Context: an optimization exercise on an open-source flow, tuned for small area, a short achievable clock period and few clock cycles. The choices shown serve that exercise and are no tape-out recipe. RTL that was checked went through simulation tests only; none was proved equivalent to the original. The RTL of run 1 was laid out without a check of its function. Power is estimated from default activity; no workload was simulated.

<file path="flow/design.v">
module rv_core (
    input         clk,
    input         rst,
    output [31:0] imem_addr,
    input  [31:0] imem_rdata,
    output [31:0] dmem_addr,
    output [31:0] dmem_wdata,
    output        dmem_we,
    input  [31:0] dmem_rdata
);
genvar i;
function [32:0] ks32;
    input [31:0] a;
    input [31:0] b;
    input        cin;
    reg   [31:0] g, p, gn, pn;
    integer l, j;
    begin
        g = a & b;
        p = a ^ b;
        g[0] = g[0] | (p[0] & cin);
        for (l = 0; l < 5; l = l + 1) begin
            for (j = 0; j < 32; j = j + 1) begin
                if (j >= (1 << l)) begin
                    gn[j] = g[j] | (p[j] & g[j - (1 << l)]);
                    pn[j] = p[j] & p[j - (1 << l)];
                end else begin
                    gn[j] = g[j];
                    pn[j] = p[j];
                end
            end
            g = gn;
            p = pn;
        end
        ks32 = {g[31], (a ^ b) ^ {g[30:0], cin}};
    end
endfunction
function [29:0] inc30;
    input [29:0] a;
    reg   [29:0] c, cn;
    integer l, j;
    begin
        c = a;
        for (l = 0; l < 5; l = l + 1) begin
            for (j = 0; j < 30; j = j + 1)
                cn[j] = (j >= (1 << l)) ? (c[j] & c[j - (1 << l)]) : c[j];
            c = cn;
        end
        inc30 = a ^ {c[28:0], 1'b1};
    end
endfunction
reg  [31:2] pcF;
reg  [31:0] irD;
reg  [31:2] pcD;
reg  [11:2] tLoD;        
reg         cLoD;        
reg         predTD;      
reg         predRD;      
reg         validD;
reg  [31:1] sel1D, sel2D;        
reg         bAXD, bAMD, bBXD, bBMD;   
reg  [31:0] aX, bX, sdX;
reg         cinX;
reg         selSumX, selSltX, selOrX, selAndX, selSdX;
reg         brX, bneX, predX, jmpX, ldX, stX, wenX;
reg  [4:0]  rdX;
reg  [31:0] aluM, sdM;
reg         stM, wenM, ldM;
reg  [4:0]  rdM;
wire [31:0] resM = ldM ? dmem_rdata : aluM;
wire [32*32-1:0] rfv;
assign rfv[31:0] = 32'd0;
generate
    for (i = 1; i < 32; i = i + 1) begin : g_rf
        reg [31:0] q;
        always @(posedge clk)
            if (wenM && rdM == i)
                q <= resM;
        assign rfv[32*i +: 32] = q;
    end
endgenerate
wire [31:0] x1 = rfv[63:32];
wire [6:0]  op  = irD[6:0];
wire [2:0]  f3  = irD[14:12];
wire [4:0]  rdD = irD[11:7];
wire isJal   = op[6] & op[3];
wire isJalr  = op[6] & ~op[3] & op[2];
wire isBr    = op[6] & ~op[2];
wire isAlu   = ~op[6] & op[4];
wire isLoad  = ~op[6] & ~op[4] & ~op[5];
wire isStore = ~op[6] & ~op[4] & op[5];
wire usesRs1 = ~isJal;
wire usesRs2 = op[5] & ~op[2];
wire dWrites = ~op[5] | op[4] | op[2];
wire wenD    = validD & dWrites & (rdD != 5'd0);
wire [31:0] ir = imem_rdata;
wire [4:0] rs1F = ir[19:15];
wire [4:0] rs2F = ir[24:20];
wire fJal  = ir[6] & ir[3];
wire fJalr = ir[6] & ~ir[3] & ir[2];
wire fBr   = ir[6] & ~ir[2];
wire fUse1 = ~fJal;
wire fUse2 = ir[5] & ~ir[2];
wire sgn   = ir[31];
wire [11:2] offLo = {ir[3] ? ir[20] : ir[7], ir[30:25], ir[3] ? ir[24:22] : ir[11:9]};
wire x1busy = (wenD & (rdD == 5'd1)) | (wenX & (rdX == 5'd1)) | (wenM & (rdM == 5'd1));
wire ffF    = &pcF[11:2];           
wire [31:2] pcInc = inc30(pcF);
wire [32:0] tgfSum = ks32({22'd0, pcF[11:2]}, {22'd0, offLo}, 1'b0);
wire [11:2] tLo = tgfSum[9:0];
wire        cLo = tgfSum[10];
wire [31:0] dec1F, dec2F;
dec5 u_d1 (.a(rs1F), .y(dec1F));
dec5 u_d2 (.a(rs2F), .y(dec2F));
wire [31:0] immI  = {{20{irD[31]}}, irD[31:20]};
wire [31:0] immS  = {{20{irD[31]}}, irD[31:25], irD[11:7]};
wire [31:0] immJ  = {{12{irD[31]}}, irD[19:12], irD[20], irD[30:21], 1'b0};
wire [31:2] linkD = inc30(pcD);
wire [29:0] hiInc = inc30({10'd0, pcD[31:12]});
wire [29:0] hiDec = ~inc30({10'd0, ~pcD[31:12]});
wire [31:12] pcDHiInc = hiInc[19:0];
wire [31:12] pcDHiDec = hiDec[19:0];
wire crossD = cLoD ^ irD[31];
wire fitsJD = (irD[19:12] == {8{irD[31]}});
wire longJD = isJal & ~fitsJD;
wire [31:12] tHiD = ~crossD ? pcD[31:12] : irD[31] ? pcDHiDec : pcDHiInc;
wire [31:2] tgtD = {tHiD, tLoD};
wire [31:0] rfA, rfB;
rf_read u_r1 (.q(rfv), .sel({sel1D, 1'b0}), .y(rfA));
rf_read u_r2 (.q(rfv), .sel({sel2D, 1'b0}), .y(rfB));
wire [31:0] aluOut;
wire sAld = bAMD & ldM;
wire sAal = bAMD & ~ldM;
wire sApc = ~bAMD & isJal;
wire sArf = ~bAMD & ~isJal;
wire [31:0] slowA = ({32{sAld}} & dmem_rdata) | ({32{sAal}} & aluM)
                  | ({32{sApc}} & {pcD, 2'b00}) | ({32{sArf}} & rfA);
wire [31:0] slowB = ({32{bBMD & ldM}} & dmem_rdata) | ({32{bBMD & ~ldM}} & aluM)
                  | ({32{~bBMD}} & rfB);
wire [31:0] valA, valB;
late_mux #(32) u_ba (.d(slowA), .f(aluOut), .s(bAXD), .y(valA));
late_mux #(32) u_bb (.d(slowB), .f(aluOut), .s(bBXD), .y(valB));
wire stall = validD & ldX & (bAXD | bBXD);
wire redirX;
wire redirD = validD & predTD & crossD & ~longJD & ~stall & ~redirX;
wire goX = validD & ~stall & ~redirX;
wire invB    = isAlu & ~f3[2] & (f3[1] | (op[5] & irD[30]));
wire useImm  = ~op[6] & ~(op[5] & op[4]) | op[2];
wire [31:0] immISJ = isStore ? immS : op[3] ? immJ : immI;
wire sBld = bBMD & ldM & ~useImm;
wire sBal = bBMD & ~ldM & ~useImm;
wire sBrf = ~bBMD & ~useImm;
wire [31:0] bPre  = ({32{sBld}} & dmem_rdata) | ({32{sBal}} & aluM)
                  | ({32{sBrf}} & rfB) | ({32{useImm}} & immISJ);
wire [31:0] bSlow = bPre ^ {32{invB}};
wire [31:0] bFast = aluOut ^ {32{invB}};
wire [31:0] bNext;
late_mux #(32) u_bn (.d(bSlow), .f(bFast), .s(bBXD & ~useImm), .y(bNext));
wire [32:0] aluSum = ks32(aX, bX, cinX);
wire [31:0] sum = aluSum[31:0];
wire lt = (aX[31] == bX[31]) ? aX[31] : sum[31];
wire [31:0] aluSlow = {31'd0, selSltX & lt}
                    | ({32{selOrX}}  & (aX | bX))
                    | ({32{selAndX}} & (aX & bX))
                    | ({32{selSdX}}  & sdX);
late_mux #(32) u_res (.d(aluSlow), .f(sum), .s(selSumX), .y(aluOut));
wire eq    = (aX == bX);
wire taken = eq ^ bneX;
assign redirX = (brX & (taken ^ predX)) | jmpX;
wire [31:2] tgtX = brX ? sdX[31:2] : sum[31:2];
wire        slowSel = redirX | stall | redirD;
wire [31:2] pcSlow  = redirX ? tgtX : stall ? pcF : redirD ? tgtD : pcInc;
wire        predT, isRet, retSel, takeT;
fpred u_fp (.op({ir[6], ir[3], ir[2]}), .sgn(sgn), .rs1(rs1F), .x1busy(x1busy),
            .ff(ffF), .slow(slowSel), .predT(predT), .isRet(isRet),
            .takeT(takeT), .retSel(retSel));
wire [31:2] pcRet;
late_mux #(30) u_pcr (.d(pcSlow), .f(x1[31:2]), .s(retSel), .y(pcRet));
wire [11:2] pcLo;
late_mux #(10) u_pc (.d(pcRet[11:2]), .f(tLo), .s(takeT), .y(pcLo));
wire [31:2] pcNext = {pcRet[31:12], pcLo};
wire nAX1 = wenD & (rdD == rs1F) & fUse1;
wire nAM1 = wenX & (rdX == rs1F) & fUse1;
wire nAX2 = wenD & (rdD == rs2F) & fUse2;
wire nAM2 = wenX & (rdX == rs2F) & fUse2;
always @(posedge clk) begin
    if (rst)
        pcF <= 30'd0;
    else
        pcF <= pcNext;
    if (stall) begin
        bAXD <= 1'b0;
        bBXD <= 1'b0;
        bAMD <= bAXD;
        bBMD <= bBXD;
    end else begin
        irD    <= ir;
        pcD    <= pcF;
        tLoD   <= tLo;
        cLoD   <= cLo;
        predTD <= predT;
        predRD <= isRet;
        sel1D  <= dec1F[31:1];
        sel2D  <= dec2F[31:1];
        bAXD   <= nAX1;
        bAMD   <= nAM1;
        bBXD   <= nAX2;
        bBMD   <= nAM2;
    end
    validD <= ~rst & ~redirX & ~redirD;
    aX      <= valA;
    bX      <= bNext;
    cinX    <= invB;
    sdX     <= isStore ? valB : (isBr & ~predTD) ? {tgtD, 2'b00} : {linkD, 2'b00};
    selSumX <= ~op[6] & ~op[4] | isAlu & ~f3[2] & ~f3[1];
    selSltX <= isAlu & ~f3[2] & f3[1];
    selOrX  <= isAlu & f3[2] & ~f3[0];
    selAndX <= isAlu & f3[2] & f3[0];
    selSdX  <= op[6];
    bneX    <= f3[0];
    predX   <= predTD;
    rdX     <= rdD;
    if (rst) begin
        brX <= 1'b0; jmpX <= 1'b0; ldX <= 1'b0; stX <= 1'b0; wenX <= 1'b0;
    end else begin
        brX  <= goX & isBr;
        jmpX <= goX & ((isJalr & ~(predRD & (irD[31:20] == 12'd0))) | (isJal & (~predTD | longJD)));
        ldX  <= goX & isLoad & wenD;
        stX  <= goX & isStore;
        wenX <= goX & wenD;
    end
    aluM <= aluOut;
    sdM  <= sdX;
    rdM  <= rdX;
    ldM  <= ldX;
    if (rst) begin
        stM <= 1'b0; wenM <= 1'b0;
    end else begin
        stM  <= stX;
        wenM <= wenX;
    end
end
assign imem_addr  = {pcF, 2'b00};
assign dmem_addr  = aluM;
assign dmem_wdata = sdM;
assign dmem_we    = stM;
endmodule
module dec5 (
    input  [4:0]  a,
    output [31:0] y
);
wire [3:0] lo = 4'b0001 << a[1:0];
wire [7:0] hi = 8'b00000001 << a[4:2];
genvar i;
generate
    for (i = 0; i < 32; i = i + 1) begin : g_y
        assign y[i] = lo[i % 4] & hi[i / 4];
    end
endgenerate
endmodule
module rf_read (
    input  [32*32-1:0] q,
    input  [31:0]      sel,
    output [31:0]      y
);
reg [31:0] acc;
integer k;
always @* begin
    acc = 32'd0;
    for (k = 1; k < 32; k = k + 1)
        acc = acc | (q[32*k +: 32] & {32{sel[k]}});
end
assign y = acc;
endmodule
module late_mux #(parameter N = 32) (
    input  [N-1:0] d,
    input  [N-1:0] f,
    input          s,
    output [N-1:0] y
);
assign y = s ? f : d;
endmodule
module fpred (
    input  [2:0] op,         
    input        sgn,        
    input  [4:0] rs1,
    input        x1busy,
    input        ff,
    input        slow,
    output       predT,
    output       isRet,
    output       takeT,
    output       retSel
);
assign predT  = op[2] & (op[1] | (~op[0] & sgn)) & ~ff;
assign isRet  = op[2] & ~op[1] & op[0] & (rs1 == 5'd1) & ~x1busy;
assign takeT  = predT & ~slow;
assign retSel = isRet & ~slow;
endmodule
module ks_add #(parameter N = 32) (
    input  [N-1:0] a,
    input  [N-1:0] b,
    input          cin,
    output [N-1:0] s,
    output         cout
);
localparam L = $clog2(N);
wire [N-1:0] p0 = a ^ b;
wire [N-1:0] g0 = a & b;
wire [N-1:0] gl [0:L];
wire [N-1:0] pl [0:L];
assign gl[0] = {g0[N-1:1], g0[0] | (p0[0] & cin)};
assign pl[0] = p0;
genvar l, j;
generate
    for (l = 0; l < L; l = l + 1) begin : g_lvl
        for (j = 0; j < N; j = j + 1) begin : g_bit
            if (j >= (1 << l)) begin : g_op
                assign gl[l+1][j] = gl[l][j] | (pl[l][j] & gl[l][j - (1 << l)]);
                assign pl[l+1][j] = pl[l][j] & pl[l][j - (1 << l)];
            end else begin : g_pass
                assign gl[l+1][j] = gl[l][j];
                assign pl[l+1][j] = pl[l][j];
            end
        end
    end
endgenerate
assign s    = p0 ^ {gl[L][N-2:0], cin};
assign cout = gl[L][N-1];
endmodule
module inc_pp #(parameter N = 30) (
    input  [N-1:0] a,
    output [N-1:0] s
);
localparam L = $clog2(N);
wire [N-1:0] al [0:L];
assign al[0] = a;
genvar l, j;
generate
    for (l = 0; l < L; l = l + 1) begin : g_lvl
        for (j = 0; j < N; j = j + 1) begin : g_bit
            if (j >= (1 << l)) begin : g_op
                assign al[l+1][j] = al[l][j] & al[l][j - (1 << l)];
            end else begin : g_pass
                assign al[l+1][j] = al[l][j];
            end
        end
    end
endgenerate
assign s = a ^ {al[L][N-2:0], 1'b1};
endmodule
module dec_pp #(parameter N = 12) (
    input  [N-1:0] a,
    output [N-1:0] s
);
wire [N-1:0] t;
inc_pp #(N) u (.a(~a), .s(t));
assign s = ~t;
endmodule
</file>
<file path="flow/run.sh">
#!/bin/bash
# synth_recipe.tcl (not shown) runs the flow's synth.tcl, then flattens the netlist and writes it again
# the make line also repeats each setting of config.mk as NAME=value (left out here)
make -C /OpenROAD-flow-scripts/flow DESIGN_CONFIG=/design/flow/config.mk WORK_HOME=/design/flow/orfs CLKGATE_MAP_FILE= SYNTH_SCRIPT=/design/flow/synth_recipe.tcl finish
</file>
<file path="flow/config.mk">
export PLATFORM = sky130hd
export DESIGN_NAME = rv_core
export DESIGN_NICKNAME = rv_core
export VERILOG_FILES = /design/flow/design.v
export SDC_FILE = /design/flow/constraint.sdc
export NUM_CORES = 8
export LEC_CHECK = 0
export CAP_MARGIN = 20
export CORE_MARGIN = 2
export CORE_UTILIZATION = 40
export SETUP_SLACK_MARGIN = 5
export SLEW_MARGIN = 20
</file>
<file path="flow/constraint.sdc">
create_clock -name core_clock -period 8.0 [get_ports {clk}]
set_input_delay 1.6000 -clock core_clock [delete_from_list [all_inputs] [get_ports {clk}]]
set_output_delay 1.6000 -clock core_clock [all_outputs]
set_load 0.01 [all_outputs]
</file>
==> results of run 1 <==
## registers in the layout, summed over array words and instances, names as in the netlist, 5 cells and up
register / flops
sdM: 32
pcF: 30
sdX: 32
bX: 32
aluM: 32
g_rf.q: 992
pcD: 30
tLoD: 10
sel2D: 31
rdX: 5
rdM: 5
irD: 30
sel1D: 31
aX: 32
## worst register-to-register path: stages (launching register included)
cell and delay, ns:
dfxtp_2 0.32, fa_2 0.39, inv_2 0.07, fa_2 0.38, nor2b_4 0.09, o2111ai_4 0.25
a21oi_4 0.14, or3_4 0.48, o21ai_4 0.19, nor3b_4 0.28, o31ai_2 0.10, buf_4 0.18
a211oi_1 0.24, a21oi_1 0.06
## where the power goes
| part | internal [W] | switching (W) | total, W |
|---|---|---|---|
| Clock | 0.00397 | 0.00289 | 0.00686 |
| Sequential | 0.00824 | 0.000268 | 0.00851 |
| Combinational | 0.00129 | 0.00232 | 0.00362 |
## logic make-up after synthesis
group | Yosys count | synth area share (%)
fa+ha+maj | 81 | 1.72
flops | 1348 | 63.4
compound gates | 1580 | 19.7
buf+inv | 444 | 2.92
xor+xnor | 148 | 2.15
other cells | 1 | 0.00621
simple gates | 1079 | 9.02
mux | 63 | 1.12
## how the worst min path moves through the flow
stage                     startpoint  depth (start not counted)  slack (ns)   to
after global placement           ldX                          0        0.34  ldM
final                            ldX                          0        0.37  ldM
after floorplan                  ldX                          0        0.33  ldM
after CTS                        ldX                          0        0.36  ldM
after global routing             ldX                          0        0.37  ldM
after detailed placement         ldX                          0        0.34  ldM
## per-layer routing
layer / vias up / GRT usage (%) / wire length (um)
met2: 5744 / 54.5 / 124000
met1: 25700 / 45.7 / 98500
met3: 1717 / 16.2 / 51200
met5: - / 0.606 / 344
met4: 15 / 26.0 / 27600
li1: 20000 / - / -
## timing repair
item,in CTS,in global routing
setup buffers,130,117
setup endpoints to repair,320,191
pin swaps,84,155
gates cloned,3,1
gates resized for setup,715,324
## stage by stage
step                      instance area (um2)  hold slack, ns  cells
after global routing                    74400           0.367   7246
after global placement                  64800           0.339   6737
after detailed placement                64800           0.341   6737
after floorplan                         60600           0.331   4745
after CTS                               72100           0.361   7126
final                                   74400           0.369   7255
## cell type report
cell class	count	area, um2
diodes	11	27.5
clock buffers	183	3910
clock inverters	73	812
fillers	12900	75500
inverters	95	373
multi-input cells	2955	23200
flip-flops and latches	1348	38500
well taps	2016	2520
repair buffers	574	5090
## cell usage in the layout (no fill, tap or decap), drive strengths merged, types with 16 or more instances in the layout
cell and instances:
edfxtp 1127, buf 458, a22oi 422, a221oi 264, a22o 258, nor2 256
dfxtp 221, nand2 205, a21oi 192, clkbuf 190, o21ai 170, nand4 156
nand3 139, nor3 106, inv 100, xor2 84, nor4 80, ha 78
xnor2 64, a222oi 50, clkdlybuf4s50 48, clkinv 46, clkdlybuf4s15 42, a211oi 40
mux2 38, o211ai 33, and3 25, nand2b 25, mux2i 25, a21o 24
dlygate4sd2 17, bufinv 16, nor2b 16
==> impl_metrics.xml, run 1 <==
<?xml version="1.0" encoding="UTF-8"?>
<metrics>
  <group name="logic_synthesis">
    <metric name="synth.yosys.warnings" unit="">2</metric>
    <metric name="yosys.area.top_type" unit="">edfxtp_1</metric>
    <metric name="synth.cells.most_frequent" unit="">edfxtp_1, a22oi_1, clkbuf_1</metric>
    <metric name="synthDistinctLibCells" unit="">98</metric>
    <metric name="netlist_top_cells_area" unit="">edfxtp_1, dfxtp_1, a22oi_1</metric>
    <metric name="synth_ff_type" unit="">edfxtp_1</metric>
    <metric name="yosys.area.top_type_share" unit="%">56.0</metric>
    <metric name="ys_ff_latch" unit="">1348</metric>
    <metric name="asyncSetResetFlopFracSynth" unit="%">0</metric>
    <metric name="postSynthCellCount" unit="">4744</metric>
    <metric name="synth.avg_cell_area" unit="um2">12.7</metric>
    <metric name="yosysMostFrequentCell" unit="">edfxtp_1</metric>
    <metric name="synth_area" unit="um2">60400</metric>
    <metric name="synth_seq_area_share" unit="%">63.4</metric>
    <metric name="number_of_enable_flip_flop_cells_after_synthesis" unit="">1127</metric>
  </group>
  <group name="worst_setup_path">
    <metric name="worstSetupStartpointType" unit="">flop</metric>
    <metric name="timing.rr.start" unit="">cinX</metric>
    <metric name="cp_common_cell" unit="">fa_2</metric>
    <metric name="crit_path_largest_cell_delay" unit="ns">0.47</metric>
    <metric name="timing.reg2reg.setup_slack" unit="ns">4.70</metric>
    <metric name="worst-path-stages" unit="">13</metric>
    <metric name="r2r_cells" unit="">13</metric>
    <metric name="r2r_end" unit="">sdX[24]</metric>
    <metric name="endpoint_kind" unit="">flop</metric>
    <metric name="worstPathCellList" unit="">fa_2, inv_2, fa_2, nor2b_4, o2111ai_4, a21oi_4, or3_4, o21ai_4, nor3b_4, o31ai_2, buf_4, a211oi_1, a21oi_1</metric>
    <metric name="cp_num_buf_inv" unit="">2</metric>
    <metric name="worstPathMaxFanout" unit="">4</metric>
    <metric name="library_cell_contributing_the_largest_single_delay_on_the_critical_path" unit="">or3_4</metric>
    <metric name="critical_path_arrival" unit="ns">3.96</metric>
    <metric name="critical_path.top_delay_family" unit="">compound AO/OA/AOI/OAI gates</metric>
    <metric name="setup.worst_path.start" unit="">cinX</metric>
    <metric name="timing.critical_path.to" unit="">sdX[24]</metric>
    <metric name="start_to_end_type_of_the_worst_setup_path" unit="">flop to flop</metric>
    <metric name="critPathRequiredTime" unit="ns">8.66</metric>
  </group>
  <group name="pwr">
    <metric name="power.density" unit="nW/um2">255</metric>
    <metric name="irDropWorstVdd" unit="mV">0.209</metric>
    <metric name="finalPower" unit="W">0.0190</metric>
    <metric name="power.leakage" unit="nW">25.4</metric>
  </group>
  <group name="clock_tree">
    <metric name="clock_sinks" unit="">1348</metric>
    <metric name="max-clock-path-buffers" unit="">3</metric>
    <metric name="clk_latency" unit="ns">0.81</metric>
    <metric name="clock_tree.root_cell" unit="">clkbuf_16</metric>
    <metric name="cts_max_level" unit="">4</metric>
    <metric name="clk_pin_slew" unit="ns">0.06</metric>
    <metric name="ctsHoldBuffers" unit="">0</metric>
    <metric name="cts_buffers" unit="">140</metric>
    <metric name="tritoncts" unit="">yes</metric>
  </group>
  <group name="finish">
    <metric name="fraction_of_final_layout_cells_sized_beyond_drive_strength_1" unit="%">23.3</metric>
    <metric name="layout.core_utilization" unit="%">49.6</metric>
    <metric name="final_net_count" unit="">5261</metric>
    <metric name="syn_to_final_growth" unit="%">23.2</metric>
  </group>
  <group name="timing">
    <metric name="final.min_clock_period" unit="ns">3.30</metric>
    <metric name="final_max_slew_viol_count" unit="">0</metric>
    <metric name="finalCritPeriodShare" unit="%">41.2</metric>
    <metric name="postLayoutSetupSlackWorst" unit="ns">4.70</metric>
    <metric name="tightest_pin_transition" unit="ns">1.16</metric>
    <metric name="grt_setup_unrepaired" unit="">true</metric>
    <metric name="clock_skew_after_layout" unit="ns">0.0390</metric>
    <metric name="hold_viol_final" unit="">0</metric>
    <metric name="setup_total_negative_slack" unit="ns">0</metric>
    <metric name="final-setup-viol-count" unit="">0</metric>
    <metric name="fmaxAchievable" unit="MHz">303</metric>
    <metric name="slew_headroom" unit="%">22.2</metric>
  </group>
  <group name="placement">
    <metric name="numPortBuffers" unit="">158</metric>
    <metric name="preCtsSetupSlack" unit="ns">2.44</metric>
    <metric name="place_congestion" unit="">0.968</metric>
    <metric name="hpwl" unit="um">169000</metric>
  </group>
  <group name="route">
    <metric name="drt-pass1-iter-count" unit="">10</metric>
    <metric name="drt_iter0_drc" unit="">11500</metric>
    <metric name="detailroute.via_count" unit="">53200</metric>
    <metric name="route.detailed.wl_per_inst" unit="um">41.6</metric>
    <metric name="drc" unit="">0</metric>
    <metric name="routed_via_density" unit="">7.33</metric>
    <metric name="drt.antenna.violating_nets" unit="">0</metric>
    <metric name="drt-total-wl" unit="um">302000</metric>
  </group>
  <group name="die">
    <metric name="pin_count" unit="">163</metric>
    <metric name="core_region_area" unit="um2">150000</metric>
    <metric name="die_y" unit="um">393</metric>
    <metric name="initial_utilization" unit="%">40.3</metric>
    <metric name="floorplan.rows" unit="">142</metric>
    <metric name="dieWidth" unit="um">393</metric>
    <metric name="die_area" unit="um2">154000</metric>
  </group>
  <group name="global_route">
    <metric name="global_route_wire_length_before_repair" unit="um">401000</metric>
    <metric name="grt_pass1_vias" unit="">49000</metric>
    <metric name="grt_antenna_before_repair" unit="">12</metric>
    <metric name="all_layer_gr_usage" unit="%">37.8</metric>
    <metric name="grt_max_degree" unit="">77</metric>
    <metric name="gr-total-overflow" unit="">0</metric>
  </group>
  <group name="run">
    <metric name="drv_cap" unit="">0</metric>
  </group>
  <group name="worst_hold_path">
    <metric name="hp-class" unit="">flop to flop</metric>
  </group>
  <group name="run_status">
    <metric name="result_of_the_run" unit="">finished clean</metric>
  </group>
</metrics>
==> run 2, diff against run 1 <==
--- a/flow/design.v
+++ b/flow/design.v
@@ -297,63 +297,3 @@
 assign takeT  = predT & ~slow;
 assign retSel = isRet & ~slow;
 endmodule
-module ks_add #(parameter N = 32) (
-    input  [N-1:0] a,
-    input  [N-1:0] b,
-    input          cin,
-    output [N-1:0] s,
-    output         cout
-);
-localparam L = $clog2(N);
-wire [N-1:0] p0 = a ^ b;
-wire [N-1:0] g0 = a & b;
-wire [N-1:0] gl [0:L];
-wire [N-1:0] pl [0:L];
-assign gl[0] = {g0[N-1:1], g0[0] | (p0[0] & cin)};
-assign pl[0] = p0;
-genvar l, j;
-generate
-    for (l = 0; l < L; l = l + 1) begin : g_lvl
-        for (j = 0; j < N; j = j + 1) begin : g_bit
-            if (j >= (1 << l)) begin : g_op
-                assign gl[l+1][j] = gl[l][j] | (pl[l][j] & gl[l][j - (1 << l)]);
-                assign pl[l+1][j] = pl[l][j] & pl[l][j - (1 << l)];
-            end else begin : g_pass
-                assign gl[l+1][j] = gl[l][j];
-                assign pl[l+1][j] = pl[l][j];
-            end
-        end
-    end
-endgenerate
-assign s    = p0 ^ {gl[L][N-2:0], cin};
-assign cout = gl[L][N-1];
-endmodule
-module inc_pp #(parameter N = 30) (
-    input  [N-1:0] a,
-    output [N-1:0] s
-);
-localparam L = $clog2(N);
-wire [N-1:0] al [0:L];
-assign al[0] = a;
-genvar l, j;
-generate
-    for (l = 0; l < L; l = l + 1) begin : g_lvl
-        for (j = 0; j < N; j = j + 1) begin : g_bit
-            if (j >= (1 << l)) begin : g_op
-                assign al[l+1][j] = al[l][j] & al[l][j - (1 << l)];
-            end else begin : g_pass
-                assign al[l+1][j] = al[l][j];
-            end
-        end
-    end
-endgenerate
-assign s = a ^ {al[L][N-2:0], 1'b1};
-endmodule
-module dec_pp #(parameter N = 12) (
-    input  [N-1:0] a,
-    output [N-1:0] s
-);
-wire [N-1:0] t;
-inc_pp #(N) u (.a(~a), .s(t));
-assign s = ~t;
-endmodule
==> run 2 against run 1 <==
Core utilization stayed put. Clock-buffer cell count unchanged. Worst setup slack unchanged. Clock power about the same. Synthesized cell count stayed put. Clock skew is the same. Largest power group unchanged. Register-to-register slack about the same.
==> impl_metrics.xml, run 2 <==
<?xml version="1.0" encoding="UTF-8"?>
<metrics>
  <group name="die">
    <metric name="initial_utilization" unit="%">40.3</metric>
    <metric name="floorplan.rows" unit="">142</metric>
    <metric name="dieWidth" unit="um">393</metric>
    <metric name="die_y" unit="um">393</metric>
    <metric name="pin_count" unit="">163</metric>
    <metric name="die_area" unit="um2">154000</metric>
    <metric name="core_region_area" unit="um2">150000</metric>
  </group>
  <group name="global_route">
    <metric name="all_layer_gr_usage" unit="%">37.8</metric>
    <metric name="grt_pass1_vias" unit="">49000</metric>
    <metric name="global_route_wire_length_before_repair" unit="um">401000</metric>
    <metric name="grt_max_degree" unit="">77</metric>
    <metric name="gr-total-overflow" unit="">0</metric>
    <metric name="grt_antenna_before_repair" unit="">12</metric>
  </group>
  <group name="route">
    <metric name="drt.antenna.violating_nets" unit="">0</metric>
    <metric name="detailroute.via_count" unit="">53200</metric>
    <metric name="drc" unit="">0</metric>
    <metric name="drt_iter0_drc" unit="">11500</metric>
    <metric name="route.detailed.wl_per_inst" unit="um">41.6</metric>
    <metric name="drt-total-wl" unit="um">302000</metric>
    <metric name="drt-pass1-iter-count" unit="">10</metric>
    <metric name="routed_via_density" unit="">7.33</metric>
  </group>
  <group name="timing">
    <metric name="fmaxAchievable" unit="MHz">303</metric>
    <metric name="hold_viol_final" unit="">0</metric>
    <metric name="clock_skew_after_layout" unit="ns">0.0390</metric>
    <metric name="tightest_pin_transition" unit="ns">1.16</metric>
    <metric name="finalCritPeriodShare" unit="%">41.2</metric>
    <metric name="final.min_clock_period" unit="ns">3.30</metric>
    <metric name="slew_headroom" unit="%">22.2</metric>
    <metric name="grt_setup_unrepaired" unit="">true</metric>
    <metric name="setup_total_negative_slack" unit="ns">0</metric>
    <metric name="final-setup-viol-count" unit="">0</metric>
    <metric name="final_max_slew_viol_count" unit="">0</metric>
  </group>
  <group name="logic_synthesis">
    <metric name="yosys.area.top_type" unit="">edfxtp_1</metric>
    <metric name="synth-compound-area-share" unit="%">19.7</metric>
    <metric name="synth.cells.most_frequent" unit="">edfxtp_1, a22oi_1, clkbuf_1</metric>
    <metric name="synth-xor-area-share" unit="%">2.15</metric>
    <metric name="synth_ff_type" unit="">edfxtp_1</metric>
    <metric name="synthesized_area_fraction_occupied_by_adder_cells" unit="%">1.72</metric>
    <metric name="synthDistinctLibCells" unit="">98</metric>
    <metric name="postSynthCellCount" unit="">4744</metric>
    <metric name="synth_seq_area_share" unit="%">63.4</metric>
    <metric name="main_combinational_cell_family_by_area_after_synthesis" unit="">compound AO/OA/AOI/OAI gates</metric>
    <metric name="number_of_enable_flip_flop_cells_after_synthesis" unit="">1127</metric>
    <metric name="synth.avg_cell_area" unit="um2">12.7</metric>
    <metric name="synth_area" unit="um2">60400</metric>
    <metric name="ys_ff_latch" unit="">1348</metric>
    <metric name="asyncSetResetFlopFracSynth" unit="%">0</metric>
    <metric name="synth.yosys.warnings" unit="">2</metric>
    <metric name="yosysMostFrequentCell" unit="">edfxtp_1</metric>
    <metric name="netlist_top_cells_area" unit="">edfxtp_1, dfxtp_1, a22oi_1</metric>
    <metric name="yosys.area.top_type_share" unit="%">56.0</metric>
    <metric name="synth-simple-area-share" unit="%">9.02</metric>
    <metric name="yosys-mux-area-fraction" unit="%">1.12</metric>
  </group>
  <group name="pwr">
    <metric name="power.leakage" unit="nW">25.4</metric>
    <metric name="irDropWorstVdd" unit="mV">0.209</metric>
    <metric name="power.density" unit="nW/um2">255</metric>
  </group>
  <group name="worst_setup_path">
    <metric name="endpoint_kind" unit="">flop</metric>
    <metric name="worstPathMaxFanout" unit="">4</metric>
    <metric name="critical_path_arrival" unit="ns">3.96</metric>
    <metric name="worstSetupStartpointType" unit="">flop</metric>
    <metric name="cp_common_cell" unit="">fa_2</metric>
    <metric name="library_cell_contributing_the_largest_single_delay_on_the_critical_path" unit="">or3_4</metric>
    <metric name="crit_path_largest_cell_delay" unit="ns">0.47</metric>
    <metric name="start_to_end_type_of_the_worst_setup_path" unit="">flop to flop</metric>
    <metric name="critPathRequiredTime" unit="ns">8.66</metric>
    <metric name="worstPathCellList" unit="">fa_2, inv_2, fa_2, nor2b_4, o2111ai_4, a21oi_4, or3_4, o21ai_4, nor3b_4, o31ai_2, buf_4, a211oi_1, a21oi_1</metric>
  </group>
  <group name="placement">
    <metric name="place_congestion" unit="">0.968</metric>
    <metric name="cell_count_after_placement" unit="">6737</metric>
    <metric name="place_area" unit="um2">64800</metric>
    <metric name="hpwl" unit="um">169000</metric>
    <metric name="numPortBuffers" unit="">158</metric>
  </group>
  <group name="finish">
    <metric name="final_net_count" unit="">5261</metric>
    <metric name="max_flop_register" unit="">g_rf.q</metric>
    <metric name="mostFrequentLayoutCells" unit="">edfxtp_1, a22oi_1, buf_4</metric>
    <metric name="postLayoutCellArea" unit="um2">74400</metric>
    <metric name="layout.core_utilization" unit="%">49.6</metric>
    <metric name="largest_register_ff_count" unit="">992</metric>
    <metric name="finished_layout_cells" unit="">7255</metric>
    <metric name="syn_to_final_growth" unit="%">23.2</metric>
    <metric name="fraction_of_final_layout_cells_sized_beyond_drive_strength_1" unit="%">23.3</metric>
    <metric name="fillers" unit="">12900</metric>
    <metric name="most_common_cell_after_layout_fill_and_taps_aside" unit="">edfxtp_1</metric>
  </group>
  <group name="clock_tree">
    <metric name="cts_max_level" unit="">4</metric>
    <metric name="clock_sinks" unit="">1348</metric>
    <metric name="clk_latency" unit="ns">0.81</metric>
    <metric name="clock_tree.root_cell" unit="">clkbuf_16</metric>
    <metric name="tritoncts" unit="">yes</metric>
    <metric name="cts_buffers" unit="">140</metric>
    <metric name="ctsHoldBuffers" unit="">0</metric>
    <metric name="max-clock-path-buffers" unit="">3</metric>
    <metric name="clk_pin_slew" unit="ns">0.06</metric>
  </group>
  <group name="worst_hold_path">
    <metric name="hp-class" unit="">flop to flop</metric>
  </group>
  <group name="run">
    <metric name="drv_cap" unit="">0</metric>
  </group>
  <group name="run_status">
    <metric name="result_of_the_run" unit="">finished clean</metric>
  </group>
</metrics>
==> run 2: cell type report <==
type	count	area [um2]	area share, %
flip-flops and latches	1348	38500	51.7
multi-input cells	2955	23200	31.2
repair buffers	574	5090	6.84
clock buffers	183	3910	5.26
well taps	2016	2520	3.39
clock inverters	73	812	1.09
inverters	95	373	0.501
diodes	11	27.5	0.0370
==> run 2: power breakdown <==
| part | internal [W] | switching [W] | leakage (nW) |
|---|---|---|---|
| Clock | 0.00397 | 0.00289 | 2.31 |
| Combinational | 0.00129 | 0.00232 | 10.6 |
| Sequential | 0.00824 | 0.000268 | 12.5 |
==> run 2: worst paths after layout <==
kind | startpoint | endpoint | slack [ns] | depth (start not counted)
min reg2reg | ldX | ldM | 0.37 | 0
max | cinX | sdX[24] | 4.70 | 13
max reg2reg | cinX | sdX[24] | 4.70 | 13
min | ldX | ldM | 0.37 | 0
==> run 2: cells by family after synthesis <==
logic type      after synthesis
xor+xnor                    148
flops                      1348
simple gates               1079
fa+ha+maj                    81
buf+inv                     444
other cells                   1
mux                          63
compound gates             1580
==> run 2: worst max-delay path: cells and delay by family, from the launching register on <==
family	cells	cell delay [ns]
AOI/OAI and AO/OA	6	0.98
adders and majority gates	2	0.77
buffers and inverters	2	0.25
DFF	1	0.32
and+or+nand+nor	3	0.84
==> run 2: timing repair <==
item	CTS	global route
setup endpoints to repair	320	191
cloned	3	1
resized for setup	715	324
buffers inserted	130	117
pin swaps	84	155
==> run 2: per-layer routing <==
metal	GRT usage (%)	wire length [um]	vias to the layer above
li1	-	-	20000
met1	45.7	98500	25700
met2	54.5	124000	5744
met3	16.2	51200	1717
met4	26.0	27600	15
met5	0.606	344	-
==> run 2: metrics by stage <==
step / power, W / setup WS (ns) / hold WS [ns]
3_5_place_dp: 0.0112 / 2.44 / 0.341
6_report: 0.0190 / 4.70 / 0.369
5_1_grt: 0.0194 / 4.66 / 0.367
2_1_floorplan: 0.00999 / 4.30 / 0.331
3_3_place_gp: 0.0112 / 2.47 / 0.339
4_1_cts: 0.0183 / 4.72 / 0.361
Testbench counts of run 2, summed over its fixed seeds: cycles 104,436.
==> run 3, diff against run 2 <==
--- a/flow/design.v
+++ b/flow/design.v
@@ -102,13 +102,13 @@
 wire fUse1 = ~fJal;
 wire fUse2 = ir[5] & ~ir[2];
 wire sgn   = ir[31];
-wire [11:2] offLo = {ir[3] ? ir[20] : ir[7], ir[30:25], ir[3] ? ir[24:22] : ir[11:9]};
 wire x1busy = (wenD & (rdD == 5'd1)) | (wenX & (rdX == 5'd1)) | (wenM & (rdM == 5'd1));
 wire ffF    = &pcF[11:2];           
 wire [31:2] pcInc = inc30(pcF);
-wire [32:0] tgfSum = ks32({22'd0, pcF[11:2]}, {22'd0, offLo}, 1'b0);
-wire [11:2] tLo = tgfSum[9:0];
-wire        cLo = tgfSum[10];
+wire [32:0] tgfJ = ks32({22'd0, pcF[11:2]}, {22'd0, ir[20], ir[30:25], ir[24:22]}, 1'b0);
+wire [32:0] tgfB = ks32({22'd0, pcF[11:2]}, {22'd0, ir[7],  ir[30:25], ir[11:9]},  1'b0);
+wire [11:2] tLo = ir[3] ? tgfJ[9:0] : tgfB[9:0];
+wire        cLo = ir[3] ? tgfJ[10]  : tgfB[10];
 wire [31:0] dec1F, dec2F;
 dec5 u_d1 (.a(rs1F), .y(dec1F));
 dec5 u_d2 (.a(rs2F), .y(dec2F));
==> flow/flow/run.sh (new file) <==
#!/bin/bash
# Layout flow: the standard layout (standard.sh), with one change: the
# buffers that buffer_ports puts on every input and output port are
# sky130_fd_sc_hd__buf_4 instead of the cell OpenROAD picks by default (a
# clock-delay buffer, clkdlybuf4s50_1, which adds about 0.4 ns to every path
# from an input or to an output).  make's full output goes to flow.log.
set -euo pipefail
bash standard.sh "BUFFER_PORTS_ARGS=-buffer_cell sky130_fd_sc_hd__buf_4" finish > flow.log 2>&1
==> flow/standard.sh (new file) <==
#!/bin/bash
# synth_recipe.tcl (not shown) runs the flow's synth.tcl, then flattens the netlist and writes it again
# the make line also repeats each setting of config.mk as NAME=value (left out here)
make -C /OpenROAD-flow-scripts/flow DESIGN_CONFIG=/design/flow/config.mk WORK_HOME=/design/flow/orfs CLKGATE_MAP_FILE= SYNTH_SCRIPT=/design/flow/synth_recipe.tcl "${@:-finish}"
--- a/flow/config.mk
+++ b/flow/config.mk
@@ -5,6 +5,7 @@
 export SDC_FILE = /design/flow/constraint.sdc
 export NUM_CORES = 8
 export LEC_CHECK = 0
+export ABC_AREA = 1
 export CAP_MARGIN = 20
 export CORE_MARGIN = 2
 export CORE_UTILIZATION = 40
removed: flow/run.sh
==> run 3 against run 2 <==
Still clean on timing, DRC and antenna. Global-route usage increased by 0.66 points. Largest power group unchanged. Non-clock buffer count decreased by 166. Sequential share of layout area about the same. Critical endpoint is now bX[27]. Clock skew decreased by 0.0039 ns. Synthesized area increased by 6.0%. Critical path depth decreased by 4.
==> impl_metrics.xml, run 3 <==
<?xml version="1.0" encoding="UTF-8"?>
<metrics>
  <group name="clock_tree">
    <metric name="tritoncts" unit="">yes</metric>
    <metric name="clock_sinks" unit="">1348</metric>
    <metric name="cts_max_level" unit="">4</metric>
    <metric name="clk_latency" unit="ns">0.83</metric>
    <metric name="clock_tree.root_cell" unit="">clkbuf_16</metric>
    <metric name="cts_buffers" unit="">147</metric>
    <metric name="clk_pin_slew" unit="ns">0.06</metric>
    <metric name="ctsHoldBuffers" unit="">0</metric>
    <metric name="max-clock-path-buffers" unit="">3</metric>
  </group>
  <group name="finish">
    <metric name="syn_to_final_growth" unit="%">16.0</metric>
    <metric name="fraction_of_final_layout_cells_sized_beyond_drive_strength_1" unit="%">11.9</metric>
    <metric name="max_flop_register" unit="">g_rf.q</metric>
    <metric name="finished_layout_cells" unit="">9194</metric>
    <metric name="mostFrequentLayoutCells" unit="">nand2_1, edfxtp_1, buf_4</metric>
    <metric name="fillers" unit="">14800</metric>
    <metric name="most_common_cell_after_layout_fill_and_taps_aside" unit="">nand2_1</metric>
    <metric name="largest_register_ff_count" unit="">992</metric>
    <metric name="final_net_count" unit="">7142</metric>
  </group>
  <group name="logic_synthesis">
    <metric name="main_combinational_cell_family_by_area_after_synthesis" unit="">simple AND/OR/NAND/NOR gates</metric>
    <metric name="netlist_top_cells_area" unit="">edfxtp_1, nand2_1, dfxtp_1</metric>
    <metric name="synth_ff_type" unit="">edfxtp_1</metric>
    <metric name="synth.yosys.warnings" unit="">2</metric>
    <metric name="yosys-mux-area-fraction" unit="%">0.0156</metric>
    <metric name="synthDistinctLibCells" unit="">67</metric>
    <metric name="synth_area" unit="um2">64000</metric>
    <metric name="number_of_enable_flip_flop_cells_after_synthesis" unit="">1127</metric>
    <metric name="synthesized_area_fraction_occupied_by_adder_cells" unit="%">1.73</metric>
    <metric name="synth-compound-area-share" unit="%">9.38</metric>
    <metric name="ys_ff_latch" unit="">1348</metric>
    <metric name="synth_seq_area_share" unit="%">59.8</metric>
    <metric name="asyncSetResetFlopFracSynth" unit="%">0</metric>
    <metric name="yosys.area.top_type" unit="">edfxtp_1</metric>
    <metric name="yosys.area.top_type_share" unit="%">52.8</metric>
    <metric name="synth.cells.most_frequent" unit="">nand2_1, edfxtp_1, inv_1</metric>
    <metric name="synth.avg_cell_area" unit="um2">9.49</metric>
    <metric name="synth-xor-area-share" unit="%">1.37</metric>
    <metric name="yosysMostFrequentCell" unit="">nand2_1</metric>
    <metric name="synth-simple-area-share" unit="%">23.4</metric>
    <metric name="postSynthCellCount" unit="">6751</metric>
  </group>
  <group name="pwr">
    <metric name="power.density" unit="nW/um2">246</metric>
    <metric name="power.leakage" unit="nW">28.0</metric>
    <metric name="irDropWorstVdd" unit="mV">0.214</metric>
  </group>
  <group name="timing">
    <metric name="setup_total_negative_slack" unit="ns">0</metric>
    <metric name="slew_headroom" unit="%">22.8</metric>
    <metric name="finalCritPeriodShare" unit="%">39.0</metric>
    <metric name="final.min_clock_period" unit="ns">3.12</metric>
    <metric name="tightest_pin_transition" unit="ns">1.15</metric>
    <metric name="final-setup-viol-count" unit="">0</metric>
    <metric name="final_max_slew_viol_count" unit="">0</metric>
    <metric name="grt_setup_unrepaired" unit="">true</metric>
    <metric name="fmaxAchievable" unit="MHz">320</metric>
    <metric name="clock_skew_after_layout" unit="ns">0.0351</metric>
    <metric name="hold_viol_final" unit="">0</metric>
  </group>
  <group name="route">
    <metric name="drt-total-wl" unit="um">322000</metric>
    <metric name="drt_iter0_drc" unit="">9744</metric>
    <metric name="drt.antenna.violating_nets" unit="">0</metric>
    <metric name="drc" unit="">0</metric>
    <metric name="routed_via_density" unit="">6.40</metric>
    <metric name="route.detailed.wl_per_inst" unit="um">35.0</metric>
    <metric name="detailroute.via_count" unit="">58800</metric>
    <metric name="drt-pass1-iter-count" unit="">11</metric>
  </group>
  <group name="worst_setup_path">
    <metric name="start_to_end_type_of_the_worst_setup_path" unit="">flop to flop</metric>
    <metric name="cp_common_cell" unit="">nand2_1</metric>
    <metric name="worstSetupStartpointType" unit="">flop</metric>
    <metric name="worstPathMaxFanout" unit="">26</metric>
    <metric name="endpoint_kind" unit="">flop</metric>
    <metric name="worstPathCellList" unit="">buf_6, nand2_1, nand4_1, nor4_1, nand4_1, nand2_1, o2111ai_1, nand3_1, nand2_1</metric>
    <metric name="critical_path.top_delay_family" unit="">simple AND/OR/NAND/NOR gates</metric>
    <metric name="critPathRequiredTime" unit="ns">8.70</metric>
    <metric name="critical_path_arrival" unit="ns">3.82</metric>
    <metric name="crit_path_largest_cell_delay" unit="ns">0.71</metric>
    <metric name="library_cell_contributing_the_largest_single_delay_on_the_critical_path" unit="">edfxtp_1</metric>
    <metric name="cp_num_buf_inv" unit="">1</metric>
  </group>
  <group name="placement">
    <metric name="cell_count_after_placement" unit="">8842</metric>
    <metric name="hpwl" unit="um">196000</metric>
    <metric name="place_congestion" unit="">1.04</metric>
    <metric name="numPortBuffers" unit="">158</metric>
  </group>
  <group name="die">
    <metric name="core_region_area" unit="um2">159000</metric>
    <metric name="initial_utilization" unit="%">40.3</metric>
    <metric name="pin_count" unit="">163</metric>
    <metric name="die_y" unit="um">404</metric>
    <metric name="floorplan.rows" unit="">146</metric>
    <metric name="dieWidth" unit="um">404</metric>
    <metric name="die_area" unit="um2">163000</metric>
  </group>
  <group name="worst_hold_path">
    <metric name="hp-class" unit="">flop to flop</metric>
  </group>
  <group name="run_status">
    <metric name="result_of_the_run" unit="">finished clean</metric>
  </group>
  <group name="global_route">
    <metric name="global_route_wire_length_before_repair" unit="um">433000</metric>
    <metric name="gr-total-overflow" unit="">0</metric>
    <metric name="grt_antenna_before_repair" unit="">22</metric>
    <metric name="all_layer_gr_usage" unit="%">38.5</metric>
    <metric name="grt_pass1_vias" unit="">54700</metric>
    <metric name="grt_max_degree" unit="">78</metric>
  </group>
  <group name="run">
    <metric name="drv_cap" unit="">0</metric>
  </group>
</metrics>
## run 3: cell types whose count changed in the layout (fill, tap and decap cells not counted), moves of 63 or more
cell / before / now
o21ai_0: 114 / 178
a221oi_1: 257 / 113
a21oi_1: 144 / 282
nor2_1: 210 / 295
nand2_1: 193 / 2390
buf_4: 326 / 389
a22oi_1: 417 / 24
a22o_1: 258 / 78
nand4_1: 156 / 309
inv_1: 80 / 372
nand3_1: 133 / 340
## run 3: path summary, 6_finish.rpt
kind	to	slack, ns	startpoint	depth (start not counted)
setup / recovery	bX[27]	4.88	sel2D[18]	9
hold / removal	sdM[20]	0.35	sdX[20]	0
setup reg to reg	bX[27]	4.88	sel2D[18]	9
hold reg to reg	sdM[20]	0.35	sdX[20]	0
## run 3: per-layer routing
metal	vias up	global-route usage (%)	part of all wire, %
li1	24100	-	-
met1	28000	44.5	33
met2	5120	57.9	43
met3	1572	14.1	14
met4	22	29.9	9.9
met5	-	0.0595	0.049
## run 3: cells by family after synthesis
kind of cell | after synthesis
mux | 1
xor+xnor | 99
buf+inv | 717
fa+ha+maj | 86
compound gates | 940
other cells | 1
flops | 1348
simple gates | 3559
## run 3: area by class of cell
cell class,instances,area (um2),share of cell area [%]
Clock inverter,88,877,1.18
Antenna cell,12,30.0,0.0404
Sequential cell,1348,38400,51.7
Multi-Input combinational cell,4691,23700,31.9
Timing Repair Buffer,408,3240,4.36
Tap cell,2072,2590,3.49
Clock buffer,181,3930,5.29
Inverter,394,1530,2.06
## run 3: repair_timing
item / CTS / global route
setup buffers: 50 / 17
cloned: 4 / 0
endpoints found under the setup margin: 214 / 79
pin swaps: 8 / 10
resized for setup: 124 / 67
## run 3: per-stage QoR
stage               utilization (%)  power, W  hold WS (ns)  cell area [um2]  setup WS, ns
floorplan                         -   0.00985         0.331            64200          4.45
global placement               43.0    0.0112         0.336            68300          3.71
detailed placement             43.0    0.0112         0.336            68300          3.67
CTS                            46.5    0.0181         0.351            73900          5.00
global route                   46.8    0.0187         0.356            74300          4.91
finish                         46.8    0.0183         0.350            74300          4.88
## run 3: worst reg2reg max path, delay by kind of cell, from the launching register on
family,cells,cell delay (ns)
AND/OR/NAND/NOR,7,1.74
flip-flops,1,0.71
buffers and inverters,1,0.41
AO/OA/AOI/OAI,1,0.15
## run 3: where the power goes
group	switching (W)	total (W)	internal [W]
logic	0.00215	0.00292	0.000768
registers	0.000256	0.00840	0.00814
clock network	0.00301	0.00697	0.00396
total	0.00541	0.0183	0.0129
Testbench counts of run 3, summed over its fixed seeds: cycles 104,436.
==> run 4, diff against run 3 <==
--- a/flow/config.mk
+++ b/flow/config.mk
@@ -9,5 +9,7 @@
 export CAP_MARGIN = 20
 export CORE_MARGIN = 2
 export CORE_UTILIZATION = 40
+export CTS_CLUSTER_DIAMETER = 100
+export CTS_CLUSTER_SIZE = 20
 export SETUP_SLACK_MARGIN = 5
 export SLEW_MARGIN = 20
==> run 4 against run 3 <==
Synthesized area stayed put. Sequential share of layout area is 1.9 points higher. Hold slack better by 0.0052 ns. Via count is 1.2% lower. Fmax is 2.3% higher. Register-to-register slack better by 0.07 ns. Critical path depth is 1 higher. Die area stayed put. Flip-flop and latch count stayed put. Non-clock buffer count is 16 lower. Combinational power is 2% lower. Power is 14% lower. Critical endpoint is now bX[2]. Largest cell class unchanged. Highest routed layer unchanged.
==> impl_metrics.xml, run 4 <==
<?xml version="1.0" encoding="UTF-8"?>
<metrics>
  <group name="logic_synthesis">
    <metric name="postSynthCellCount" unit="">6751</metric>
    <metric name="synth_seq_area_share" unit="%">59.8</metric>
    <metric name="synth.yosys.warnings" unit="">2</metric>
    <metric name="synth.avg_cell_area" unit="um2">9.49</metric>
    <metric name="synth_ff_type" unit="">edfxtp_1</metric>
    <metric name="number_of_enable_flip_flop_cells_after_synthesis" unit="">1127</metric>
    <metric name="synth_area" unit="um2">64000</metric>
    <metric name="yosysMostFrequentCell" unit="">nand2_1</metric>
    <metric name="synth.cells.most_frequent" unit="">nand2_1, edfxtp_1, inv_1</metric>
    <metric name="netlist_top_cells_area" unit="">edfxtp_1, nand2_1, dfxtp_1</metric>
    <metric name="synthDistinctLibCells" unit="">67</metric>
    <metric name="yosys.area.top_type" unit="">edfxtp_1</metric>
    <metric name="yosys.area.top_type_share" unit="%">52.8</metric>
    <metric name="asyncSetResetFlopFracSynth" unit="%">0</metric>
    <metric name="ys_ff_latch" unit="">1348</metric>
  </group>
  <group name="finish">
    <metric name="fraction_of_final_layout_cells_sized_beyond_drive_strength_1" unit="%">10.3</metric>
    <metric name="final_net_count" unit="">7058</metric>
    <metric name="mostFrequentLayoutCells" unit="">nand2_1, edfxtp_1, inv_1</metric>
    <metric name="most_common_cell_after_layout_fill_and_taps_aside" unit="">nand2_1</metric>
    <metric name="largest_register_ff_count" unit="">992</metric>
    <metric name="finished_layout_cells" unit="">9031</metric>
    <metric name="max_flop_register" unit="">g_rf.q</metric>
    <metric name="syn_to_final_growth" unit="%">11.8</metric>
    <metric name="fillers" unit="">15100</metric>
  </group>
  <group name="timing">
    <metric name="finalCritPeriodShare" unit="%">38.1</metric>
    <metric name="clock_skew_after_layout" unit="ns">0.0459</metric>
    <metric name="fmaxAchievable" unit="MHz">328</metric>
    <metric name="hold_viol_final" unit="">0</metric>
    <metric name="postLayoutSetupSlackWorst" unit="ns">4.95</metric>
    <metric name="tightest_pin_transition" unit="ns">1.14</metric>
    <metric name="final.min_clock_period" unit="ns">3.05</metric>
    <metric name="grt_setup_unrepaired" unit="">true</metric>
    <metric name="slew_headroom" unit="%">24.0</metric>
    <metric name="final-setup-viol-count" unit="">0</metric>
    <metric name="final_max_slew_viol_count" unit="">0</metric>
    <metric name="setup_total_negative_slack" unit="ns">0</metric>
  </group>
  <group name="die">
    <metric name="die_area" unit="um2">163000</metric>
    <metric name="core_region_area" unit="um2">159000</metric>
    <metric name="pin_count" unit="">163</metric>
    <metric name="floorplan.rows" unit="">146</metric>
    <metric name="die_y" unit="um">404</metric>
    <metric name="initial_utilization" unit="%">40.3</metric>
    <metric name="dieWidth" unit="um">404</metric>
  </group>
  <group name="run">
    <metric name="drv_cap" unit="">0</metric>
  </group>
  <group name="clock_tree">
    <metric name="clock_sinks" unit="">1348</metric>
    <metric name="clk_pin_slew" unit="ns">0.10</metric>
    <metric name="clk_latency" unit="ns">0.74</metric>
    <metric name="max-clock-path-buffers" unit="">3</metric>
    <metric name="cts_max_level" unit="">3</metric>
    <metric name="tritoncts" unit="">yes</metric>
    <metric name="clock_tree.root_cell" unit="">clkbuf_16</metric>
    <metric name="cts_buffers" unit="">79</metric>
  </group>
  <group name="placement">
    <metric name="preCtsSetupSlack" unit="ns">3.67</metric>
    <metric name="numPortBuffers" unit="">158</metric>
    <metric name="cell_count_after_placement" unit="">8842</metric>
    <metric name="hpwl" unit="um">196000</metric>
    <metric name="place_congestion" unit="">1.04</metric>
  </group>
  <group name="pwr">
    <metric name="power.leakage" unit="nW">26.6</metric>
    <metric name="irDropWorstVdd" unit="mV">0.150</metric>
    <metric name="power.density" unit="nW/um2">219</metric>
    <metric name="cellInternalPower" unit="W">0.0108</metric>
    <metric name="netSwitchingPower" unit="W">0.00486</metric>
    <metric name="p_sw_share" unit="%">31.0</metric>
    <metric name="power_frac_clock" unit="%">28.0</metric>
    <metric name="seqPwrFrac" unit="%">53.7</metric>
    <metric name="combPwrFrac" unit="%">18.3</metric>
  </group>
  <group name="worst_setup_path">
    <metric name="worst-path-stages" unit="">10</metric>
    <metric name="r2r_end" unit="">bX[2]</metric>
    <metric name="worstSetupStartpointType" unit="">flop</metric>
    <metric name="worstPathCellList" unit="">nor2_1, inv_1, nor2_4, buf_8, clkinvlp_4, buf_4, buf_4, o211ai_1, nand2_1, xor2_1</metric>
    <metric name="setup.worst_path.start" unit="">irD[6]</metric>
    <metric name="timing.rr.start" unit="">irD[6]</metric>
    <metric name="timing.critical_path.to" unit="">bX[2]</metric>
    <metric name="critPathRequiredTime" unit="ns">8.60</metric>
    <metric name="library_cell_contributing_the_largest_single_delay_on_the_critical_path" unit="">o211ai_1</metric>
    <metric name="timing.reg2reg.setup_slack" unit="ns">4.95</metric>
    <metric name="cp_num_buf_inv" unit="">5</metric>
    <metric name="start_to_end_type_of_the_worst_setup_path" unit="">flop to flop</metric>
    <metric name="critical_path_arrival" unit="ns">3.65</metric>
    <metric name="cp_common_cell" unit="">buf_4</metric>
    <metric name="critical_path.top_delay_family" unit="">buffers and inverters</metric>
    <metric name="crit_path_largest_cell_delay" unit="ns">0.58</metric>
    <metric name="r2r_cells" unit="">10</metric>
    <metric name="worstPathMaxFanout" unit="">39</metric>
    <metric name="endpoint_kind" unit="">flop</metric>
  </group>
  <group name="route">
    <metric name="detailroute.via_count" unit="">58100</metric>
    <metric name="drt.antenna.violating_nets" unit="">0</metric>
    <metric name="routed_via_density" unit="">6.43</metric>
    <metric name="route.detailed.wl_per_inst" unit="um">35.3</metric>
    <metric name="drt_iter0_drc" unit="">9859</metric>
    <metric name="drt-pass1-iter-count" unit="">8</metric>
    <metric name="drc" unit="">0</metric>
    <metric name="drt-total-wl" unit="um">319000</metric>
  </group>
  <group name="global_route">
    <metric name="all_layer_gr_usage" unit="%">38.0</metric>
    <metric name="grt_max_degree" unit="">78</metric>
    <metric name="grt_antenna_before_repair" unit="">26</metric>
    <metric name="global_route_wire_length_before_repair" unit="um">428000</metric>
    <metric name="grt_pass1_vias" unit="">53800</metric>
    <metric name="gr-total-overflow" unit="">0</metric>
  </group>
  <group name="run_status">
    <metric name="result_of_the_run" unit="">finished clean</metric>
  </group>
  <group name="worst_hold_path">
    <metric name="hp-class" unit="">flop to flop</metric>
  </group>
</metrics>
[run 4: cell count changes in the layout (fill, tap and decap cells not counted), sizes merged]
cell,before,now
buf,406,391
bufinv,14,0
clkbuf,183,114
clkinv,64,8
clkinvlp,12,4
diode,12,11
[run 4: repair_timing]
item                                    in CTS  in global routing
endpoints found under the setup margin     217                 82
cloned                                       4                  0
endpoints found under the hold margin        0                  0
pin swaps                                    7                 12
buffers inserted                            33                 18
hold buffers                                 0                  0
resized for setup                          105                 77
[run 4: worst min-delay path by stage]
stage	start	end	slack, ns	depth (start not counted)
2_1_floorplan	sdX[20]	sdM[20]	0.33	0
3_3_place_gp	ldX	ldM	0.34	0
3_5_place_dp	sdX[20]	sdM[20]	0.34	0
4_1_cts	sdX[20]	sdM[20]	0.35	0
5_1_grt	sdX[20]	sdM[20]	0.36	0
6_report	sdX[20]	sdM[20]	0.36	0
[run 4: cell type report]
cell class,instances,area (um2),area share (%)
Timing Repair Buffer,392,3130,4.37
Inverter,394,1520,2.13
Tap cell,2072,2590,3.62
Clock buffer,113,2170,3.03
Antenna cell,11,27.5,0.0384
Multi-Input combinational cell,4691,23700,33.1
Clock inverter,10,97.6,0.136
Sequential cell,1348,38300,53.6
[run 4: metrics by stage]
stage | instance area (um2) | hold WS [ns] | util [%] | power, W
2_1_floorplan | 64200 | 0.331 | - | 0.00985
3_3_place_gp | 68300 | 0.336 | 43.0 | 0.0112
3_5_place_dp | 68300 | 0.336 | 43.0 | 0.0112
4_1_cts | 71200 | 0.355 | 44.8 | 0.0154
5_1_grt | 71600 | 0.360 | 45.1 | 0.0160
6_report | 71600 | 0.356 | 45.1 | 0.0157
[run 4: cells by family (layout without fill, tap and decap cells)]
logic type                 after synthesis  after routing  synth area share (%)
AOI/OAI and AO/OA                      940            940                  9.38
and+or+nand+nor                       3559           3563                  23.4
buffers and inverters                  717            909                  4.35
other                                    1             13               0.00586
adders and majority gates               86             86                  1.73
DFF                                   1348           1348                  59.8
xor gates and xnor gates                99             99                  1.37
muxes                                    1              1                0.0156
[run 4: power by group through the flow]
stage,clock network [W],logic (W),registers (W)
floorplan,0,0.00139,0.00845
global placement,0,0.00261,0.00857
detailed placement,0,0.00263,0.00857
CTS,0.00435,0.00269,0.00840
global route,0.00459,0.00300,0.00842
finish,0.00438,0.00286,0.00841
[run 4: worst register-to-register path, cell delays in order, from the launching register on]
cell        delay [ns]
edfxtp_1          0.49
nor2_1            0.14
inv_1             0.11
nor2_4            0.11
buf_8             0.39
clkinvlp_4        0.23
buf_4             0.21
buf_4             0.28
o211ai_1          0.67
nand2_1           0.14
xor2_1            0.16
[run 4: per-layer routing]
| layer | global-route usage (%) | wire, um | up-vias |
|---|---|---|---|
| li1 | - | - | 23900 |
| met1 | 44.5 | 106000 | 27800 |
| met2 | 57.6 | 136000 | 4929 |
| met3 | 12.5 | 45000 | 1473 |
| met4 | 29.3 | 31500 | 20 |
| met5 | 0.119 | 149 | - |
==> run 5, diff against run 4 <==
--- a/flow/design.v
+++ b/flow/design.v
@@ -62,7 +62,7 @@
 reg  [31:0] aX, bX, sdX;
 reg         cinX;
 reg         selSumX, selSltX, selOrX, selAndX, selSdX;
-reg         brX, bneX, predX, jmpX, ldX, stX, wenX;
+reg         brX, bneX, predX, jmpX, ldX, stX, wenX, off8X;
 reg  [4:0]  rdX;
 reg  [31:0] aluM, sdM;
 reg         stM, wenM, ldM;
@@ -102,7 +102,6 @@
 wire fUse1 = ~fJal;
 wire fUse2 = ir[5] & ~ir[2];
 wire sgn   = ir[31];
-wire x1busy = (wenD & (rdD == 5'd1)) | (wenX & (rdX == 5'd1)) | (wenM & (rdM == 5'd1));
 wire ffF    = &pcF[11:2];           
 wire [31:2] pcInc = inc30(pcF);
 wire [32:0] tgfJ = ks32({22'd0, pcF[11:2]}, {22'd0, ir[20], ir[30:25], ir[24:22]}, 1'b0);
@@ -141,9 +140,9 @@
 late_mux #(32) u_ba (.d(slowA), .f(aluOut), .s(bAXD), .y(valA));
 late_mux #(32) u_bb (.d(slowB), .f(aluOut), .s(bBXD), .y(valB));
 wire stall = validD & ldX & (bAXD | bBXD);
-wire redirX;
+wire redirX, skipX;
 wire redirD = validD & predTD & crossD & ~longJD & ~stall & ~redirX;
-wire goX = validD & ~stall & ~redirX;
+wire goX = validD & ~stall & ~redirX & ~skipX;
 wire invB    = isAlu & ~f3[2] & (f3[1] | (op[5] & irD[30]));
 wire useImm  = ~op[6] & ~(op[5] & op[4]) | op[2];
 wire [31:0] immISJ = isStore ? immS : op[3] ? immJ : immI;
@@ -166,8 +165,14 @@
 late_mux #(32) u_res (.d(aluSlow), .f(sum), .s(selSumX), .y(aluOut));
 wire eq    = (aX == bX);
 wire taken = eq ^ bneX;
-assign redirX = (brX & (taken ^ predX)) | jmpX;
+assign skipX  = brX & ~predX & taken & off8X & validD & ~op[6];
+assign redirX = (brX & (taken ^ predX) & ~skipX) | jmpX;
 wire [31:2] tgtX = brX ? sdX[31:2] : sum[31:2];
+wire dX1 = wenD & (rdD == 5'd1);
+wire xX1 = wenX & (rdX == 5'd1);
+wire mX1 = wenM & (rdM == 5'd1);
+wire x1busy = dX1 ? ~(op[6] & op[2]) : xX1 ? ~selSdX : (mX1 & ldM);
+wire [31:2] x1p = dX1 ? linkD : xX1 ? sdX[31:2] : mX1 ? aluM[31:2] : x1[31:2];
 wire        slowSel = redirX | stall | redirD;
 wire [31:2] pcSlow  = redirX ? tgtX : stall ? pcF : redirD ? tgtD : pcInc;
 wire        predT, isRet, retSel, takeT;
@@ -175,13 +180,13 @@
             .ff(ffF), .slow(slowSel), .predT(predT), .isRet(isRet),
             .takeT(takeT), .retSel(retSel));
 wire [31:2] pcRet;
-late_mux #(30) u_pcr (.d(pcSlow), .f(x1[31:2]), .s(retSel), .y(pcRet));
+late_mux #(30) u_pcr (.d(pcSlow), .f(x1p), .s(retSel), .y(pcRet));
 wire [11:2] pcLo;
 late_mux #(10) u_pc (.d(pcRet[11:2]), .f(tLo), .s(takeT), .y(pcLo));
 wire [31:2] pcNext = {pcRet[31:12], pcLo};
-wire nAX1 = wenD & (rdD == rs1F) & fUse1;
+wire nAX1 = wenD & ~skipX & (rdD == rs1F) & fUse1;
 wire nAM1 = wenX & (rdX == rs1F) & fUse1;
-wire nAX2 = wenD & (rdD == rs2F) & fUse2;
+wire nAX2 = wenD & ~skipX & (rdD == rs2F) & fUse2;
 wire nAM2 = wenX & (rdX == rs2F) & fUse2;
 always @(posedge clk) begin
     if (rst)
@@ -219,6 +224,7 @@
     selSdX  <= op[6];
     bneX    <= f3[0];
     predX   <= predTD;
+    off8X   <= (irD[31:25] == 7'd0) & (irD[11:7] == 5'b01000);
     rdX     <= rdD;
     if (rst) begin
         brX <= 1'b0; jmpX <= 1'b0; ldX <= 1'b0; stX <= 1'b0; wenX <= 1'b0;
==> run 5 against run 4 <==
Hold slack worse by 0.011 ns. Global-route usage down 0.21 points. Cell count up 0.78%. Sequential share of layout area down 1.0 points. Fmax down 0.41%. Critical path type unchanged. Highest routed layer unchanged.
==> impl_metrics.xml, run 5 <==
<?xml version="1.0" encoding="UTF-8"?>
<metrics>
  <group name="run_status">
    <metric name="result_of_the_run" unit="">finished clean</metric>
  </group>
  <group name="finish">
    <metric name="fillers" unit="">15100</metric>
    <metric name="finished_layout_cells" unit="">9101</metric>
    <metric name="max_flop_register" unit="">g_rf.q</metric>
    <metric name="final_net_count" unit="">7054</metric>
  </group>
  <group name="logic_synthesis">
    <metric name="number_of_enable_flip_flop_cells_after_synthesis" unit="">1127</metric>
    <metric name="synth.avg_cell_area" unit="um2">9.58</metric>
    <metric name="postSynthCellCount" unit="">6723</metric>
    <metric name="yosys.area.top_type" unit="">edfxtp_1</metric>
    <metric name="netlist_top_cells_area" unit="">edfxtp_1, nand2_1, dfxtp_1</metric>
    <metric name="synth_area" unit="um2">64400</metric>
  </group>
  <group name="placement">
    <metric name="cell_count_after_placement" unit="">8911</metric>
    <metric name="place_congestion" unit="">1.07</metric>
    <metric name="numPortBuffers" unit="">158</metric>
  </group>
  <group name="worst_setup_path">
    <metric name="start_to_end_type_of_the_worst_setup_path" unit="">flop to flop</metric>
    <metric name="critPathRequiredTime" unit="ns">8.58</metric>
    <metric name="worstPathMaxFanout" unit="">19</metric>
  </group>
  <group name="die">
    <metric name="initial_utilization" unit="%">40.2</metric>
    <metric name="floorplan.rows" unit="">147</metric>
    <metric name="pin_count" unit="">163</metric>
  </group>
  <group name="pwr">
    <metric name="irDropWorstVdd" unit="mV">0.176</metric>
    <metric name="power.density" unit="nW/um2">215</metric>
  </group>
  <group name="route">
    <metric name="drt-pass1-iter-count" unit="">9</metric>
    <metric name="routed_via_density" unit="">6.52</metric>
    <metric name="drt-total-wl" unit="um">319000</metric>
    <metric name="route.detailed.wl_per_inst" unit="um">35.1</metric>
    <metric name="drc" unit="">0</metric>
  </group>
  <group name="clock_tree">
    <metric name="cts_max_level" unit="">3</metric>
  </group>
  <group name="global_route">
    <metric name="gr-total-overflow" unit="">0</metric>
    <metric name="grt_pass1_vias" unit="">55200</metric>
    <metric name="grt_max_degree" unit="">83</metric>
  </group>
  <group name="timing">
    <metric name="slew_headroom" unit="%">24.7</metric>
    <metric name="holdWs" unit="ns">0.345</metric>
    <metric name="clock_skew_after_layout" unit="ns">0.0407</metric>
  </group>
</metrics>
==> run 5: what timing repair did <==
item	CTS	global route
endpoints found under the setup margin	138	88
gates cloned	6	2
setup buffers	40	22
pin swaps	16	18
gates resized for setup	141	156
hold endpoints to repair	0	0
==> run 5: final cells by class <==
class	instances	area [um2]	share of cell area, %
sequential	1349	38400	52.5
multi-input combinational	4654	24700	33.8
timing repair buffer	430	3550	4.87
tap	2160	2700	3.70
clock buffer	106	2100	2.87
inverter	388	1530	2.09
clock inverter	7	77.6	0.106
antenna	6	15.0	0.0206
timing repair inverter	1	8.76	0.0120
==> run 5: power by group through the flow <==
stage / logic, W / registers (W) / clock network [W]
finish: 0.00298 / 0.00843 / 0.00428
CTS: 0.00268 / 0.00841 / 0.00426
detailed placement: 0.00258 / 0.00857 / 0
global route: 0.00310 / 0.00844 / 0.00450
global placement: 0.00256 / 0.00857 / 0
floorplan: 0.00137 / 0.00845 / 0
==> run 5: final timing paths <==
check / endpoint / startpoint / cells after the start
hold / removal: ldM / ldX / 0
hold reg to reg: ldM / ldX / 0
setup reg to reg: bX[15] / sel2D[9] / 10
setup / recovery: bX[15] / sel2D[9] / 10
==> run 5: through the flow <==
step / setup slack [ns] / power, W
2_1_floorplan: 4.82 / 0.00982
3_3_place_gp: 3.20 / 0.0111
3_5_place_dp: 3.20 / 0.0111
4_1_cts: 4.95 / 0.0154
5_1_grt: 4.91 / 0.0160
6_report: 4.94 / 0.0157
==> run 5: per-layer routing <==
| layer | share of wire (%) | vias up | track usage [%] |
|---|---|---|---|
| met5 | 0.018 | - | 0 |
| met2 | 42 | 5461 | 56.2 |
| met3 | 15 | 1669 | 12.4 |
| met1 | 33 | 28300 | 45.0 |
| met4 | 10 | 8 | 29.5 |
| li1 | - | 23900 | - |
==> run 5: cell families after synthesis <==
group,count (synthesis),share of synthesized area (%)
mux,4,0.0622
buf+inv,727,4.36
other cells,1,0.00582
simple gates,3324,21.8
compound gates,1098,10.8
flops,1349,59.4
xor+xnor,134,1.86
fa+ha+maj,86,1.72
==> run 5: critical path, stage by stage, from the launching register on <==
cell	delay, ns
edfxtp_1	0.72
buf_4	0.32
buf_4	0.48
nand2_1	0.17
nand3_1	0.12
nor4_1	0.05
nand2_1	0.22
o21ai_0	0.22
o211ai_1	0.29
o21ai_0	0.15
xor2_1	0.16
Testbench counts of run 5, summed over its fixed seeds: cycles 102,727.

Setup slack of run 5, layout unchanged: 4.938 ns with ideal ports, 4.893 ns with driving cells assumed (clock clkbuf_16, inputs buf_2), 4.340 ns with port delays also shifted by the 0.817 ns mid clock arrival.
